This design comes from an exercise in tuning for small area on the open sky130 flow, not from production work.
Only simulation tests tie the RTL to the original design; equivalence was not proved.
No activity file was given, so power comes from the tool's default toggle rates.

==> flow/abc_area.script <==
strash
&get -n
&st
&deepsyn -T 300
&dch -f
&nf -R 1000 -p
&st
&dc2
&dch -f
&nf -R 1000 -p
&put
topo
==> design.v <==
module vga_synchronization( clk, reset, h_scan, v_scan, p_count, pixel_x, pixel_y );
	input            clk, reset;
	output           h_scan, v_scan;
	output [1:0]     p_count;
	output [9:0]     pixel_x, pixel_y;
	reg    [1:0]     p_count;
	reg    [9:0]     h_count, v_count;
	reg              h_scan_reg, v_scan_reg;
	wire p_tick = p_count[1] & p_count[0];
	wire h_end  = h_count[9] & h_count[8] & h_count[4] & h_count[3] &
	              h_count[2] & h_count[1] & h_count[0];
	wire v_end  = v_count[9] & v_count[3] & v_count[2];
	wire [9:0] h_t, v_t;
	assign h_t[0] = p_tick;
	assign v_t[0] = p_tick & h_end;
	genvar i;
	generate for ( i = 1; i < 10; i = i + 1 ) begin : g
		assign h_t[i] = h_t[i-1] & h_count[i-1];
		assign v_t[i] = v_t[i-1] & v_count[i-1];
	end endgenerate
	wire [9:0] h_clr = { h_end, h_end, 2'b0, h_end, 5'b0 };
	wire [9:0] v_clr = { v_end, 5'b0, v_end, v_end, 1'b0, v_end };
	wire h_sync = h_count[9] & ~h_count[8] & h_count[7] &
	              ( h_count[6] | h_count[5] | h_count[4] ) &
	              ~( h_count[6] & h_count[5] & h_count[4] );
	wire v_sync = ( v_count[8:1] == 8'b11110101 );
	always @ ( posedge clk, posedge reset )
		if ( reset )
			begin
				p_count    <= 2'b0;
				h_count    <= 10'b0;
				v_count    <= 10'b0;
				h_scan_reg <= 1'b0;
				v_scan_reg <= 1'b0;
			end
		else
			begin
				p_count    <= { p_count[1] ^ p_count[0], ~p_count[0] };
				h_count    <= ( h_count ^ h_t ) & ~( h_clr & {10{p_tick}} );
				v_count    <= ( v_count ^ v_t ) & ~( v_clr & {10{v_t[0]}} );
				h_scan_reg <= ~h_sync;
				v_scan_reg <= ~v_sync;
			end
	assign h_scan  = h_scan_reg;
	assign v_scan  = v_scan_reg;
	assign pixel_x = h_count;
	assign pixel_y = v_count;
endmodule
module pixel_generation( clk, reset, rgb, p_count, pixel_x, pixel_y, button );
	input         clk, reset;
	input  [1:0]  button;
	input  [1:0]  p_count;
	input  [9:0]  pixel_x, pixel_y;
	output [11:0] rgb;
	reg    [6:0]  bar_q;      
	reg    [8:0]  ball_xq;    
	reg    [5:0]  ball_yb;    
	reg           x_neg;      
	reg           x_four;     
	reg           y_neg;      
	wire [9:0] h = pixel_x;
	wire [9:0] v = pixel_y;
	wire [1:0] p = p_count;
	function automatic ge9;
		input [8:0] a, b;
		integer k;
		reg c;
		begin
			c = 1'b1;
			for ( k = 0; k < 9; k = k + 1 )
				c = ( a[k] & ~b[k] ) | ( ( a[k] | ~b[k] ) & c );
			ge9 = c;
		end
	endfunction
	wire line_481 = ( v[8:0] == 9'b111100001 );
	wire ref_tick = line_481 & ( h == 10'b0 );
	wire tick_mid = ref_tick & ( p[1] | p[0] );    
	wire tick_end = ref_tick & p[1] & p[0];        
	wire y_turn = ( ball_yb == 6'd59 ) & ~y_neg;   
	wire [5:0] yb_t;
	assign yb_t[0] = 1'b1;
	genvar i;
	generate for ( i = 1; i < 6; i = i + 1 ) begin : gy
		assign yb_t[i] = yb_t[i-1] & ( ball_yb[i-1] ^ y_neg );
	end endgenerate
	wire [5:0] yb_step = ball_yb ^ yb_t;
	wire top    = ( ball_yb == 6'd0 ) & ~tick_mid;
	wire bottom = y_turn & tick_mid;
	wire wall_hit = ~|ball_xq[8:5] & ~( ball_xq[4] & |ball_xq[3:1] );
	wire pad_x    = ( ball_xq[8:2] == 7'b1001010 ) & ( ball_xq[1] ^ ball_xq[0] );
	wire a_hi = tick_mid & ~y_neg;                             
	wire a_lo = ~tick_mid | ( y_neg & ~p[1] & p[0] ) |
	            ( ~y_neg & ~y_turn & p[1] & p[0] );            
	wire k_odd = tick_mid & p[0];
	wire [7:0] cmp_w = line_481 ? { 1'b0, a_hi ? yb_step : ball_yb, a_lo } : v[9:2];
	wire [8:0] cmp_k = line_481 ? ( k_odd ? 9'd20 : 9'd19 ) : 9'd18;
	wire [8:0] cmp_m = {1'b0, cmp_w} - cmp_k;                  
	wire bar_cmp = ge9( {1'b0, cmp_w}, {2'b0, bar_q} ) &
	               ( cmp_m[8] | ~ge9( {1'b0, cmp_m[7:0]}, {2'b0, bar_q} ) );
	wire pad_y   = bar_cmp;
	wire bar_at_bottom = bar_q[6] & bar_q[5] & bar_q[2] & bar_q[0];  
	wire bar_at_top    = ~|bar_q[6:1];                                
	wire bar_up   = ref_tick & button[1] & ~bar_at_bottom;
	wire bar_down = ref_tick & ~( button[1] & ~bar_at_bottom ) & button[0] & ~bar_at_top;
	wire [6:0] bar_t;
	wire [8:0] bx_t;
	assign bar_t[0] = bar_up | bar_down;
	assign bx_t[0]  = ref_tick & ~x_four;
	assign bx_t[1]  = ref_tick & ( x_four | ( ball_xq[0] ^ x_neg ) );
	generate
		for ( i = 1; i < 7; i = i + 1 ) begin : gb
			assign bar_t[i] = bar_t[i-1] & ( bar_q[i-1] ^ bar_down );
		end
		for ( i = 2; i < 9; i = i + 1 ) begin : gx
			assign bx_t[i] = bx_t[i-1] & ( ball_xq[i-1] ^ x_neg );
		end
	endgenerate
	always @ ( posedge clk, posedge reset )
		if ( reset )
			begin
				bar_q   <= 7'd0;
				ball_xq <= 9'd0;
				ball_yb <= 6'd0;
				x_neg   <= 1'b0;
				x_four  <= 1'b1;
				y_neg   <= 1'b0;
			end
		else
			begin
				if ( line_481 )
					begin
						x_four <= x_four & top;
						if ( top )
							y_neg <= 1'b0;
						else if ( tick_end & y_turn )
							y_neg <= 1'b1;
						if ( ~top & ~bottom )
							if ( wall_hit )
								x_neg <= 1'b0;
							else if ( pad_x & pad_y )
								x_neg <= 1'b1;
					end
				if ( tick_end & ~y_turn )
					ball_yb <= yb_step;
				bar_q   <= bar_q ^ bar_t;
				ball_xq <= ball_xq ^ bx_t;
			end
	wire [8:0] hq = h[9:1];
	wire h_on = ~h[9] | ~( h[8] | h[7] );    
	wire wall   = ( h[9:2] == 8'd8 );
	wire bar_c  = ( h[9:2] == 8'd150 );
	wire bar    = bar_c & bar_cmp;
	wire x_lo_eq = ( hq[1:0] == ball_xq[1:0] );
	wire x_hi_eq = ( hq[8:2] == ball_xq[8:2] );
	reg  ball_c_q;
	wire ball_c = x_lo_eq ? x_hi_eq : ball_c_q;
	always @ ( posedge clk, posedge reset )
		if ( reset )
			ball_c_q <= 1'b0;
		else
			ball_c_q <= ball_c & h_on;
	wire ball_r = ( v[9:3] == {1'b0, ball_yb} );
	wire [2:0] col = { hq[1:0] - ball_xq[1:0], h[0] };
	wire [2:0] row = v[2:0];
	wire edge2 = ( row == 3'd0 ) | ( row == 3'd7 );
	wire edge1 = ( row == 3'd1 ) | ( row == 3'd6 );
	wire rom_bit = edge2 ? ( col >= 3'd2 && col <= 3'd5 ) :
	               edge1 ? ( col >= 3'd1 && col <= 3'd6 ) : 1'b1;
	wire ball   = ball_c & ball_r & rom_bit;
	wire video_on = h_on & ~v[9] & ~( v[8] & v[7] & v[6] & v[5] );
	wire white   = video_on & ~wall & ~bar & ~ball;
	wire is_wall = video_on & wall;
	wire is_bar  = video_on & ~wall & bar;
	wire is_ball = video_on & ~wall & ~bar & ball;
	assign rgb = { white, white | is_bar, white, white | is_bar,
	               white | is_ball, white | is_ball, white, white,
	               white | is_wall, white | is_wall, white, white | is_wall };
endmodule
module VGA_controller( clk, reset, rgb, h_scan, v_scan, button );
	input         clk, reset;
	input  [1:0]  button;
	output [11:0] rgb;
	output        h_scan, v_scan;
	wire   [1:0]  p_count;
	wire   [9:0]  pixel_x, pixel_y;
	vga_synchronization u1 ( .clk(clk), .reset(reset), .h_scan(h_scan), .v_scan(v_scan),
	                         .p_count(p_count), .pixel_x(pixel_x), .pixel_y(pixel_y) );
	pixel_generation    u0 ( .clk(clk), .reset(reset), .rgb(rgb), .p_count(p_count), .pixel_x(pixel_x),
	                         .pixel_y(pixel_y), .button(button) );
endmodule
==> standard.sh <==
#!/bin/bash
# synth_recipe.tcl (not shown) runs the flow's synth.tcl, then flattens the netlist and writes it again
# the make line also repeats each setting of config.mk as NAME=value (left out here)
make -C /OpenROAD-flow-scripts/flow DESIGN_CONFIG=/design/flow/config.mk WORK_HOME=/design/flow/orfs CLKGATE_MAP_FILE= SYNTH_SCRIPT=/design/flow/synth_recipe.tcl "${@:-finish}"
==> flow/run.sh <==
#!/bin/bash
# Layout flow: the standard ORFS flow (standard.sh), with three changes
# that only affect how the cells are chosen:
#  - Yosys maps adders as plain logic and ABC maps the logic with an
#    area-oriented script (flow/abc_area.script) instead of the delay one;
#  - ports are buffered with buf_1 instead of clkdlybuf4s50_1;
#  - clock tree synthesis uses small clock buffers and no dummy loads.
# Registers, floorplan, power grid and the rest of the flow are unchanged.
set -euo pipefail
rm -rf myscripts
cp -r "$FLOW_HOME/scripts" myscripts
cp flow/abc_area.script myscripts/abc_speed.script
bash standard.sh \
  SCRIPTS_DIR="$PWD/myscripts" \
  ADDER_MAP_FILE= \
  BUFFER_PORTS_ARGS="-buffer_cell sky130_fd_sc_hd__buf_1" \
  CTS_ARGS="-sink_clustering_enable -repair_clock_nets -dont_use_dummy_load -buf_list {sky130_fd_sc_hd__clkbuf_4 sky130_fd_sc_hd__clkbuf_8}" \
  finish > flow.log 2>&1
==> constraint.sdc <==
create_clock -name core_clock -period 10.0 [get_ports {clk}]
set_input_delay 2.0000 -clock core_clock [delete_from_list [all_inputs] [get_ports {clk}]]
set_output_delay 2.0000 -clock core_clock [all_outputs]
set_load 0.01 [all_outputs]
==> config.mk <==
export PLATFORM = sky130hd
export DESIGN_NAME = VGA_controller
export DESIGN_NICKNAME = VGA_controller
export VERILOG_FILES = /design/flow/design.v
export SDC_FILE = /design/flow/constraint.sdc
export NUM_CORES = 4
export LEC_CHECK = 0
export CAP_MARGIN = 20
export CORE_MARGIN = 2
export CORE_UTILIZATION = 40
export SLEW_MARGIN = 20
==> results of run 1 <==
## final timing paths
kind                          startpoint       endpoint
setup / recovery           u1.h_count[3]         rgb[2]
hold / removal             u1.p_count[0]  u1.p_count[0]
setup reg to reg           u1.h_count[3]       u0.x_neg
hold reg to reg            u1.p_count[0]  u1.p_count[0]
max in group asynchronous          reset    u0.bar_q[3]
min in group asynchronous          reset    u0.bar_q[1]
## routing by layer
metal	wire length (um)	part of all wire, %	GRT usage (%)
met1	3120	52	22.5
met2	2680	44	24.2
met3	199	3.3	2.85
met4	27	0.45	3.33
met5	0	0	0
## area by class of cell
cell class                      instances  area (um^2)
Multi-Input combinational cell        251         1580
Timing Repair Buffer                   17         63.8
Inverter                               12         46.3
Clock buffer                            5         68.8
Sequential cell                        50         1250
Tap cell                               99          124
Fill cell                             727         4040
## stage by stage
| stage | utilization (%) | setup slack, ns |
|---|---|---|
| 2_1_floorplan | - | 4.05 |
| 3_3_place_gp | 42.7 | 3.71 |
| 3_5_place_dp | 42.7 | 3.52 |
| 4_1_cts | 43.6 | 3.17 |
| 5_1_grt | 43.7 | 2.74 |
| 6_report | 43.7 | 3.05 |
## cell families (layout without fill, tap and decap cells)
| family | count (synthesis) | after routing | share of synthesized area [%] |
|---|---|---|---|
| AOI/OAI and AO/OA | 59 | 59 | 13.3 |
| xor gates and xnor gates | 52 | 52 | 15.5 |
| buffers and inverters | 21 | 34 | 3.83 |
| DFF | 50 | 50 | 42.6 |
| muxes | 2 | 2 | 0.680 |
| and+or+nand+nor | 138 | 138 | 24.2 |
## critical path, stage by stage, from the launching register on
cell,delay (ns)
dfrtp_1,0.46
nor4_1,0.30
nand2_1,0.12
or4_1,0.56
or2_0,0.27
nor2_1,0.12
xor2_1,0.21
nor2_1,0.10
o32ai_1,0.37
clkinv_1,0.13
a221oi_1,0.26
or3_1,0.15
a22oi_1,0.06
nor4bb_1,0.71
a31oi_1,0.26
nor2b_1,0.24
a21o_1,0.20
buf_1,0.13
## power by group
group | switching [mW] | internal [mW] | leakage, nW | total [mW]
Combinational | 0.00394 | 0.000315 | 0.603 | 0.00426
Sequential | 0 | 0.202 | 0.670 | 0.202
Clock | 0.0625 | 0.0453 | 0.0359 | 0.108
Total | 0.0665 | 0.248 | 1.31 | 0.314
## cells in the final DEF, fill, tap and decap left out, types with 2 or more instances in the layout
cell type / instances
o21a_1: 3
buf_1: 17
clkinv_1: 11
and2_0: 8
xor2_1: 18
nor2_1: 39
nor3b_1: 4
nand2b_1: 6
o2111ai_1: 2
dfrtp_1: 49
or3_1: 3
a211oi_1: 2
clkbuf_8: 5
nand4b_1: 2
nor2b_1: 14
a31oi_1: 7
nand4_1: 4
nand2_1: 23
o21ai_0: 12
mux2i_1: 2
nor4_1: 3
a21oi_1: 13
o31ai_1: 2
and3_1: 4
nor3_1: 8
or2_0: 3
or4_1: 3
xnor2_1: 34
a221oi_1: 4
o221ai_1: 3
nand3_1: 10
==> impl_metrics.ini, run 1 <==
[timing]
fin_crit_sh_pct = 69.5
clock.fmax_ghz = 0.144
drv_slew = 0
finalSetupTns_ns = 0
whs_ns = 0.500
relSlewSlack_pct = 42.0
period_minus_slack_ns = 6.95
setup_viol = 0
skew_ns = 0.0143
hold_violations = 0
worstMarginPinSlew_ns = 0.870
rsz0062_at_grt = no

[synthesis]
synth.most_common_cell = dfrtp_1
syn_nets = 326
syn_inst = 322
synth_edf_count = 0
synthFlopType = dfrtp_1
synth_top_area_share_pct = 41.7
synth_area_mm2 = 0.00294
synth.area.top_cells = dfrtp_1 (42%), xnor2_1 (10%), xor2_1 (5.4%)
ys_warn_count = 2
yosysUniqueCellTypes = 46
seq_area_frac_synth_pct = 42.6
syn_area_per_cell_um2 = 9.14
async_flop_share_pct = 100
synth-seq-cells = 50
synthTopCellsByCount = dfrtp_1 (49), nor2_1 (39), xnor2_1 (34)
synth_largest_area_cell = dfrtp_1

[setup_path]
crit_fanout = 6
reg2regPathDepth = 15
start_kind = register
arrival_ns = 4.95
cp-end-kind = output port
required_ns = 8.00
ff2ff_setup_slack_ns = 5.62
path_class = reg2out

[placed_design]
io_buffers = 17
gp_routability_congestion = 0.859
hpwl_um = 4400
place_area_mm2 = 0.00306
place_inst = 429

[clocking]
clkTransAtPathRegs_ns = 0.09
h-tree-depth = 2
cts_buffers = 5
cts_resized = 0
cts_setup_buffers = 0
cts_buffer_depth = 2
clk_latency_ns = 0.30
cts_tree = built
clockRootBuffer = clkbuf_8
clock-sinks = 50
cts_hold_buf = 0

[floorplanning]
dieWidth_um = 89.8
core_region_area_mm2 = 0.00718
std_cell_rows = 31
initial_utilization_pct = 41.0
dieHeight_um = 89.8
pin_count = 18
fp.dieArea_mm2 = 0.00806

[routing]
wl_um = 6020
drc = 0
vias_per_cell = 5.36
vias = 2326
drtPass1Iterations = 4
drt_first_iter_violations = 126
routedWlPerCell_um = 13.9
antenna_left = 0

[cells_and_area]
finalInstanceArea_mm2 = 0.00313
reg_top3 = u1.h_count (10), u1.v_count (10), u0.ball_xq (9)
final_cells = 434
nNetsFinal = 341
area_growth_pct = 6.46
antenna_cells = 0
drive_above_1_share_pct = 2.09

[power_and_ir_drop]
p_leak_nw = 1.31
peakVddDrop_mv = 0.0437
p_per_area_mw_per_mm2 = 100
power_mw = 0.314

[grt]
first_global_vias = 2166
grt_first_pass_wirelength_um = 10400
antenna_found_initial = 0
gr-usage-all-layers_pct = 15.5
grt-ovfl-total = 0
grt_max_degree = 51

[worst_hold_path]
hold_path_depth = 1
hold_path.class = reg2reg

[run]
maxCapViolations = 0

[run_status]
status = timing/DRC/antenna clean
==> run 2, diff against run 1 <==
--- a/design.v
+++ b/design.v
@@ -56,7 +56,6 @@
 	reg    [8:0]  ball_xq;    
 	reg    [5:0]  ball_yb;    
 	reg           x_neg;      
-	reg           x_four;     
 	reg           y_neg;      
 	wire [9:0] h = pixel_x;
 	wire [9:0] v = pixel_y;
@@ -98,6 +97,8 @@
 	wire bar_cmp = ge9( {1'b0, cmp_w}, {2'b0, bar_q} ) &
 	               ( cmp_m[8] | ~ge9( {1'b0, cmp_m[7:0]}, {2'b0, bar_q} ) );
 	wire pad_y   = bar_cmp;
+	wire x_four = x_neg & ~|ball_xq[8:3];
+	wire x_down = x_neg & ~x_four;
 	wire bar_at_bottom = bar_q[6] & bar_q[5] & bar_q[2] & bar_q[0];  
 	wire bar_at_top    = ~|bar_q[6:1];                                
 	wire bar_up   = ref_tick & button[1] & ~bar_at_bottom;
@@ -106,13 +107,13 @@
 	wire [8:0] bx_t;
 	assign bar_t[0] = bar_up | bar_down;
 	assign bx_t[0]  = ref_tick & ~x_four;
-	assign bx_t[1]  = ref_tick & ( x_four | ( ball_xq[0] ^ x_neg ) );
+	assign bx_t[1]  = ref_tick & ( x_four | ( ball_xq[0] ^ x_down ) );
 	generate
 		for ( i = 1; i < 7; i = i + 1 ) begin : gb
 			assign bar_t[i] = bar_t[i-1] & ( bar_q[i-1] ^ bar_down );
 		end
 		for ( i = 2; i < 9; i = i + 1 ) begin : gx
-			assign bx_t[i] = bx_t[i-1] & ( ball_xq[i-1] ^ x_neg );
+			assign bx_t[i] = bx_t[i-1] & ( ball_xq[i-1] ^ x_down );
 		end
 	endgenerate
 	always @ ( posedge clk, posedge reset )
@@ -121,15 +122,13 @@
 				bar_q   <= 7'd0;
 				ball_xq <= 9'd0;
 				ball_yb <= 6'd0;
-				x_neg   <= 1'b0;
-				x_four  <= 1'b1;
+				x_neg   <= 1'b1;
 				y_neg   <= 1'b0;
 			end
 		else
 			begin
 				if ( line_481 )
 					begin
-						x_four <= x_four & top;
 						if ( top )
 							y_neg <= 1'b0;
 						else if ( tick_end & y_turn )
==> flow/abc_area.script (replaced) <==
strash
&get -n
&st
&deepsyn -T 400
&dch -f
&nf -R 1000 -p
&st
&dc2
&dch -f
&nf -R 1000 -p
&put
topo
==> run 2 against run 1 <==
- critical endpoint is now rgb[0]
- first-iteration DRC count fell by 19%
- die area fell by 0.66%
- register-to-register slack got worse by 0.32 ns
==> impl_metrics.ini, run 2 <==
[setup_path]
max_stage_delay_ns = 0.48
cp_common_cell = nor2b_1
cp-end-kind = output port
arrival_ns = 5.56
path_class = reg2out
worstPathCellList = nand4_1 > or3_1 > or3_1 > nor2_1 > nor2b_1 > and2_0 > nor2b_1 > nor2_1 > a21oi_1 > o21ai_0 > xnor2_1 > a21oi_1 > a211oi_1 > a21oi_1 > a211oi_1 > nand4_1 > nor2b_1 > nor2b_1 > o21bai_1 > buf_1
cp_top_family = simple AND/OR/NAND/NOR gates
crit_slowest_cell = dfrtp_1
required_ns = 8.00
start_kind = register
cp_num_buf_inv = 1
crit_fanout = 8

[timing]
fin_crit_sh_pct = 75.6
relSlewSlack_pct = 44.1
period_minus_slack_ns = 7.56
hold_violations = 0
skew_ns = 0.0222
finalSetupTns_ns = 0
clock.fmax_ghz = 0.132
drv_slew = 0
setup_viol = 0
rsz0062_at_grt = no
worstMarginPinSlew_ns = 0.837
layout_setup_ws_ns = 2.44

[clocking]
cts_tree = built
cts_setup_buffers = 0
clock-sinks = 49
cts_buffer_depth = 2
clkTransAtPathRegs_ns = 0.10
cts_resized = 0
cts_buffers = 5
clockRootBuffer = clkbuf_8
cts_hold_buf = 0
clk_latency_ns = 0.31
h-tree-depth = 2

[synthesis]
synth-seq-cells = 49
synth-compound-area-share_pct = 13.3
synth_top_family_by_area = simple AND/OR/NAND/NOR gates
synth_largest_area_cell = dfrtp_1
synth_area_mm2 = 0.00292
synthFlopType = dfrtp_1
synth_top_area_share_pct = 41.1
ys_warn_count = 2
syn_inst = 323
syn_nets = 327
synth.area.top_cells = dfrtp_1 (41%), xnor2_1 (11%), nor2_1 (5.0%)
yosysUniqueCellTypes = 43
synth_edf_count = 0
synthTopCellsByCount = dfrtp_1 (48), nor2_1 (39), xnor2_1 (36)
seq_area_frac_synth_pct = 42.0
synth.most_common_cell = dfrtp_1
synth_adder_area_share_pct = 0
async_flop_share_pct = 100
synth_mux_area_share_pct = 0
synthXorXnorAreaFrac_pct = 15.6
syn_area_per_cell_um2 = 9.05
synthSimpleGateAreaFrac_pct = 25.8

[worst_hold_path]
hold_path.class = reg2reg

[grt]
grt-ovfl-total = 0
antenna_found_initial = 0
gr-usage-all-layers_pct = 16.2
grt_max_degree = 50
grt_first_pass_wirelength_um = 10100
first_global_vias = 2120

[cells_and_area]
reg_top3 = u1.h_count (10), u1.v_count (10), u0.ball_xq (9)
antenna_cells = 0
nNetsFinal = 342
drive_above_1_share_pct = 2.08
layout.cells.most_common = dfrtp_1
area_growth_pct = 6.51
final_cell_mix = dfrtp_1 (48), nor2_1 (39), xnor2_1 (36), nand2_1 (24), a21oi_1 (19)
post-route-util_pct = 43.4

[placed_design]
io_buffers = 17
gp_routability_congestion = 0.855
pre_cts_ws_ns = 2.83
hpwl_um = 4330

[run_status]
status = timing/DRC/antenna clean

[routing]
vias_per_cell = 5.28
wl_um = 5900
antenna_left = 0
vias = 2297
drc = 0
drtPass1Iterations = 4
drt_first_iter_violations = 102
routedWlPerCell_um = 13.6

[floorplanning]
fp.dieArea_mm2 = 0.00801
dieHeight_um = 89.5
pin_count = 18
dieWidth_um = 89.5
core_region_area_mm2 = 0.00718
std_cell_rows = 31
initial_utilization_pct = 40.7

[power_and_ir_drop]
p_per_area_mw_per_mm2 = 99.0
power_mw = 0.308
p_leak_nw = 1.31
peakVddDrop_mv = 0.0700

[run]
maxCapViolations = 0
run 2: path summary, 6_finish.rpt:
| path | start | end | slack, ns | cells after the start |
|---|---|---|---|---|
| hold reg to reg | u1.p_count[0] | u1.p_count[0] | 0.51 | 1 |
| min in group asynchronous | reset | u0.ball_xq[8] | 1.80 | 2 |
| max in group asynchronous | reset | u0.bar_q[6] | 7.68 | 2 |
| setup / recovery | u1.v_count[5] | rgb[0] | 2.44 | 20 |
| hold / removal | u1.p_count[0] | u1.p_count[0] | 0.51 | 1 |
| setup reg to reg | u1.v_count[5] | u0.x_neg | 5.30 | 17 |
run 2: worst reg2reg max path, delay by kind of cell, from the launching register on:
family          cells  cell delay (ns)
compound gates      7             1.23
xor+xnor            1             0.25
flops               1             0.48
simple gates        9             2.68
run 2: cell families (layout without fill, tap and decap cells):
logic type,count (synthesis),after routing
AO/OA/AOI/OAI,60,60
XOR/XNOR,52,52
flip-flops,49,49
buffers and inverters,17,30
AND/OR/NAND/NOR,145,145
run 2: cell type report:
type | instances | area, um^2
clock buffers | 5 | 68.8
fillers | 723 | 4060
inverters | 8 | 31.3
multi-input cells | 257 | 1600
flip-flops and latches | 49 | 1230
well taps | 99 | 124
repair buffers | 17 | 63.8
run 2: metal layers:
metal | up-vias | GRT usage (%) | part of all wire (%)
li1 | 1164 | - | -
met1 | 1093 | 23.2 | 49
met2 | 35 | 24.9 | 47
met3 | 5 | 3.05 | 3.6
met4 | 0 | 4.88 | 0.54
met5 | - | 0 | 0
run 2: power breakdown:
group / leakage (nW) / internal (mW) / switching (mW) / total (mW)
registers: 0.656 / 0.198 / 0 / 0.198
logic: 0.616 / 0.000397 / 0.00411 / 0.00451
clock network: 0.0359 / 0.0452 / 0.0606 / 0.106
run 2: per-stage QoR:
stage	instances	cell area, um^2	hold WS, ns
after floorplan	323	2920	0.464
after global placement	430	3040	0.492
after detailed placement	430	3040	0.489
after global routing	435	3110	0.533
final	435	3110	0.513
after CTS	435	3110	0.515

## afterwards: timing with drivers on the ports
Ports are ideal in the flow. The routed layouts listed here were re-timed in OpenROAD.
Step 1 assumes that a clkbuf_16 drives the clock port and a buf_2 every other input.
Step 2 moves the port delays by t, midway between the first and last clock arrival at a register: inputs arrive t later, outputs are due t later. That takes back most of the time a late clock gives input paths.
Slacks: ideal / step 1 / step 2; pairs: ideal / step 1.
| run | shift t [ns] | setup slack, ns | slew at the worst register clock pin (ns) |
|---|---|---|---|
| run 1 | 0.323 | 3.051 / 3.022 / 3.345 | 0.09 / 0.09 |
| run 2 | 0.325 | 2.441 / 2.413 / 2.738 | 0.10 / 0.10 |
After both steps setup and hold are still met in every run listed.
